Background: an optimization exercise with open tools, aiming at small area. Do not read the settings as production practice. At most, simulation tests tie the RTL to the original design; equivalence was not proved. The clock input has no modelled driver; a real chip could not lean on it and would need a root buffer or a full tree. Power figures rest on the tool's default switching activity, not on a simulated workload.

## vending_machine
module vending_machine(input CLK,
		       input RESET,
		       input RELOAD,
		       input CARD_IN,
		       input [3:0] ITEM_CODE,
		       input KEY_PRESS,
		       input VALID_TRAN,
		       input DOOR_OPEN,
		       output reg VEND,
		       output reg INVALID_SEL,
		       output reg [2:0] COST,
		       output reg FAILED_TRAN
		       );
export LEC_CHECK = 0
export ABC_AREA = 1
export CAP_MARGIN = 20
export CORE_MARGIN = 2
export CORE_UTILIZATION = 65
export CTS_BUF_LIST = sky130_fd_sc_hd__clkbuf_4 sky130_fd_sc_hd__clkbuf_8
export CTS_CLUSTER_SIZE = 30
export SLEW_MARGIN = 20
create_clock -name core_clock -period 10.0 [get_ports {CLK}]
run.sh (not shown) runs the stock make flow with config.mk's settings and CLKGATE_MAP_FILE= SYNTH_SCRIPT=/design/flow/synth_recipe.tcl, a recipe that flattens the netlist after the stock synthesis.
The first run finished clean.
Rerun with:
--- a/flow/config.mk
+++ b/flow/config.mk
@@ -10,5 +10,3 @@
 export CORE_MARGIN = 2
-export CORE_UTILIZATION = 65
-export CTS_BUF_LIST = sky130_fd_sc_hd__clkbuf_4 sky130_fd_sc_hd__clkbuf_8
-export CTS_CLUSTER_SIZE = 30
+export CORE_UTILIZATION = 40
 export SLEW_MARGIN = 20
Outcome: Wire length came out higher by about 0.36%. Clock-buffer cell count rises by 1. Area after synthesis stays the same. Worst setup slack improved by 0.017 ns. Hold slack gains 0.0033 ns. Sequential share of layout area falls by 0.68 points. Register-to-register slack degrades by 0.58 ns.
Function was not checked in any run of this note: the RTL went through the layout flow alone.

---

Another version of the RTL of vending_machine (not shown whole).
Size: ~17 I/O pins, roughly 0.0036 sq mm of cells after synthesis.
export LEC_CHECK = 0
export CAP_MARGIN = 20
export CORE_MARGIN = 2
export CORE_UTILIZATION = 40
export SLEW_MARGIN = 20
create_clock -name core_clock -period 10.0 [get_ports {CLK}]
standard.sh (not shown) runs the stock make flow with config.mk's settings and CLKGATE_MAP_FILE= SYNTH_SCRIPT=/design/flow/synth_recipe.tcl, a recipe that flattens the netlist after the stock synthesis.
==> flow/flow/run.sh <==
#!/bin/bash
# Own layout flow: the standard flow (standard.sh), with
#  - synthesis by synth_recipe.tcl with an area-oriented ABC script (flow/abc_proc.tcl),
#  - port buffers of the smallest buffer cell,
#  - a small clock tree built by flow/clock_buf.tcl in place of clock_tree_synthesis.
set -euo pipefail
W=$PWD
export MY_ABC_SCRIPT=$W/flow/abc_area.script
export BUFFER_PORTS_ARGS="-buffer_cell sky130_fd_sc_hd__buf_1"
export PRE_CTS_TCL=$W/flow/clock_buf.tcl
export CLOCK_BUF_CELL=sky130_fd_sc_hd__clkbuf_8
export CLOCK_BUF_COUNT=${CLOCK_BUF_COUNT:-6}
export CLOCK_ROOT_CELL=sky130_fd_sc_hd__clkbuf_4
cat flow/abc_proc.tcl synth_recipe.tcl > my_synth.tcl
sed "s|SYNTH_SCRIPT=[^ ]*|SYNTH_SCRIPT=$W/my_synth.tcl|" standard.sh > my_standard.sh
grep -q "SYNTH_SCRIPT=$W/my_synth.tcl" my_standard.sh
bash my_standard.sh synth > synth.log 2>&1
bash my_standard.sh > layout.log 2>&1
==> flow/flow/abc_area.script <==
&get -n
&st
&dch
&nf -a
&put
topo
==> flow/flow/clock_buf.tcl <==
proc clock_buf_centre {items} {
  set xs 0.0; set ys 0.0
  foreach it $items { set xs [expr {$xs + [lindex $it 1]}]; set ys [expr {$ys + [lindex $it 2]}] }
  return [list [expr {$xs / [llength $items]}] [expr {$ys / [llength $items]}]]
}

proc clock_tree_synthesis {args} {
  set block [ord::get_db_block]
  set dbu [$block getDbUnitsPerMicron]
  set net [$block findNet CLK]
  set items {}
  foreach it [$net getITerms] {
    set inst [$it getInst]
    set bb [$inst getBBox]
    lappend items [list "[$inst getName]/[[$it getMTerm] getName]" \
      [expr {([$bb xMin] + [$bb xMax]) / 2.0 / $dbu}] [expr {([$bb yMin] + [$bb yMax]) / 2.0 / $dbu}]]
  }
  # k-means on the register positions, started from a split along x
  set k $::env(CLOCK_BUF_COUNT)
  set items [lsort -real -index 1 $items]
  set n [llength $items]
  set centres {}
  for {set i 0} {$i < $k} {incr i} {
    lappend centres [clock_buf_centre [lrange $items [expr {$i * $n / $k}] [expr {($i + 1) * $n / $k - 1}]]]
  }
  for {set iter 0} {$iter < 50} {incr iter} {
    set groups {}
    for {set i 0} {$i < $k} {incr i} { lappend groups {} }
    foreach it $items {
      set best 0; set bd 1e30
      for {set i 0} {$i < $k} {incr i} {
        lassign [lindex $centres $i] cx cy
        set d [expr {abs([lindex $it 1] - $cx) + abs([lindex $it 2] - $cy)}]
        if {$d < $bd} { set bd $d; set best $i }
      }
      lset groups $best [concat [lindex $groups $best] [list $it]]
    }
    set centres {}
    foreach g $groups { if {[llength $g]} { lappend centres [clock_buf_centre $g] } }
    set k [llength $centres]
  }
  set i 0
  foreach g $groups {
    if {![llength $g]} { continue }
    lassign [clock_buf_centre $g] x y
    set pins {}
    foreach it $g { lappend pins [get_pins [lindex $it 0]] }
    set sbuf [insert_buffer -buffer_cell $::env(CLOCK_BUF_CELL) -net CLK -load_pins $pins \
      -location [list $x $y] -buffer_name clkbuf_$i -net_name clknet_$i]
    set buf [$block findInst [get_full_name $sbuf]]
    set out [[$buf findITerm X] getNet]
    $out setSigType CLOCK
    puts "clock_buf: [$buf getName] ([[$buf getMaster] getName]) at ($x, $y) drives [llength $g] clock pins"
    incr i
  }
  if {[info exists ::env(CLOCK_ROOT_CELL)] && $::env(CLOCK_ROOT_CELL) ne ""} {
    lassign [clock_buf_centre $items] x y
    set sbuf [insert_buffer -buffer_cell $::env(CLOCK_ROOT_CELL) -net CLK \
      -location [list $x $y] -buffer_name clkbuf_root -net_name clknet_root]
    set buf [$block findInst [get_full_name $sbuf]]
    [[$buf findITerm X] getNet] setSigType CLOCK
    puts "clock_buf: [$buf getName] ([[$buf getMaster] getName]) at ($x, $y) drives the $i buffers"
  }
  set_propagated_clock [all_clocks]
}
Other scripts of this flow, unchanged in this note and not shown: flow/flow/abc_proc.tcl
Rerun with:
--- a/flow/flow/run.sh
+++ b/flow/flow/run.sh
@@ -9,7 +9,7 @@
 export BUFFER_PORTS_ARGS="-buffer_cell sky130_fd_sc_hd__buf_1"
 export PRE_CTS_TCL=$W/flow/clock_buf.tcl
-export CLOCK_BUF_CELL=sky130_fd_sc_hd__clkbuf_8
-export CLOCK_BUF_COUNT=${CLOCK_BUF_COUNT:-6}
-export CLOCK_ROOT_CELL=sky130_fd_sc_hd__clkbuf_4
+export CLOCK_BUF_CELL=sky130_fd_sc_hd__clkbuf_16
+export CLOCK_BUF_COUNT=${CLOCK_BUF_COUNT:-3}
+export CLOCK_ROOT_CELL=
 cat flow/abc_proc.tcl synth_recipe.tcl > my_synth.tcl
 sed "s|SYNTH_SCRIPT=[^ ]*|SYNTH_SCRIPT=$W/my_synth.tcl|" standard.sh > my_standard.sh
==> flow/flow/abc_area.script (replaced) <==
&get -n
&st
&dch -f
&nf -R 1000 -F 10
&put
--- a/flow/config.mk
+++ b/flow/config.mk
@@ -8,4 +8,4 @@
 export CAP_MARGIN = 20
 export CORE_MARGIN = 2
-export CORE_UTILIZATION = 40
+export CORE_UTILIZATION = 80
 export SLEW_MARGIN = 20
After rerunning: Power went down by 0.47%; design area shrinks by 3.3%; core utilization rose by 42 points; die area is lower by 49%; routed wire length fell by 2.7%.
Rerun with:
--- a/flow/config.mk
+++ b/flow/config.mk
@@ -8,4 +8,4 @@
 export CAP_MARGIN = 20
 export CORE_MARGIN = 2
-export CORE_UTILIZATION = 80
+export CORE_UTILIZATION = 70
 export SLEW_MARGIN = 20
What happened: The new run passed the timing, DRC and antenna checks; area after synthesis is unchanged; design area went up by 0.50%; fmax came out lower by 0.73%; via count decreases by 3.2%; hold slack is better by 6.2 ps; utilization fell by 8.6 points; critical path depth does not change; register-to-register slack stays flat; total power goes down by about 0.3%; worst setup slack is worse by 36 ps.
Rerun with:
--- a/flow/config.mk
+++ b/flow/config.mk
@@ -6,6 +6,6 @@
 export NUM_CORES = 4
 export LEC_CHECK = 0
-export CAP_MARGIN = 20
+export CAP_MARGIN = 0
 export CORE_MARGIN = 2
-export CORE_UTILIZATION = 70
-export SLEW_MARGIN = 20
+export CORE_UTILIZATION = 80
+export SLEW_MARGIN = 0
Outcome:
- sequential power is about the same
- final area is lower by about 0.5%
- via count is higher by 3.3%
In every run of this note, the design's own scripts or RTL, not TritonCTS, make the clock network.

-- afterwards: timing with drivers on the ports --
In the flow no input, the clock included, has a driving cell. The finished layouts below were timed again as built, in two steps.
Step 1: set_driving_cell puts a clkbuf_16 on CLK and a buf_2 on each other input, an assumption about the parent block.
Step 2 times the ports against the registers' clock, not the clock port: input delays grow and output delays shrink by t, the midpoint of the rising clock arrivals with the driver on.
a / b / c = no drivers / after step 1 / after step 2; a / b = the first two.
run	shift t [ns]	setup slack, ns	latest minus earliest clock arrival (ns)	slew at the worst register clock pin (ns)	pins driven straight from the clock port
the first run of note 1	0.379	4.464 / 4.442 / 4.442	0.011 / 0.011	0.10 / 0.10	1
the second run of note 1	0.385	4.481 / 4.458 / 4.458	0.011 / 0.011	0.09 / 0.09	1
the first run of note 2	0.437	4.846 / 4.818 / 4.967	0.020 / 0.020	0.10 / 0.10	1
the second run of note 2	0.224	5.156 / 5.098 / 5.137	0.006 / 0.007	0.11 / 0.11	3
the third run of note 2	0.227	5.121 / 5.061 / 5.138	0.013 / 0.013	0.11 / 0.11	3
the fourth run of note 2	0.224	5.156 / 5.098 / 5.137	0.006 / 0.007	0.11 / 0.11	3
After both steps every run listed still meets setup and hold. For the second run of note 1, which loses most, drivers alone change the setup slack by -0.023 ns; drivers and shift together by -0.023 ns.
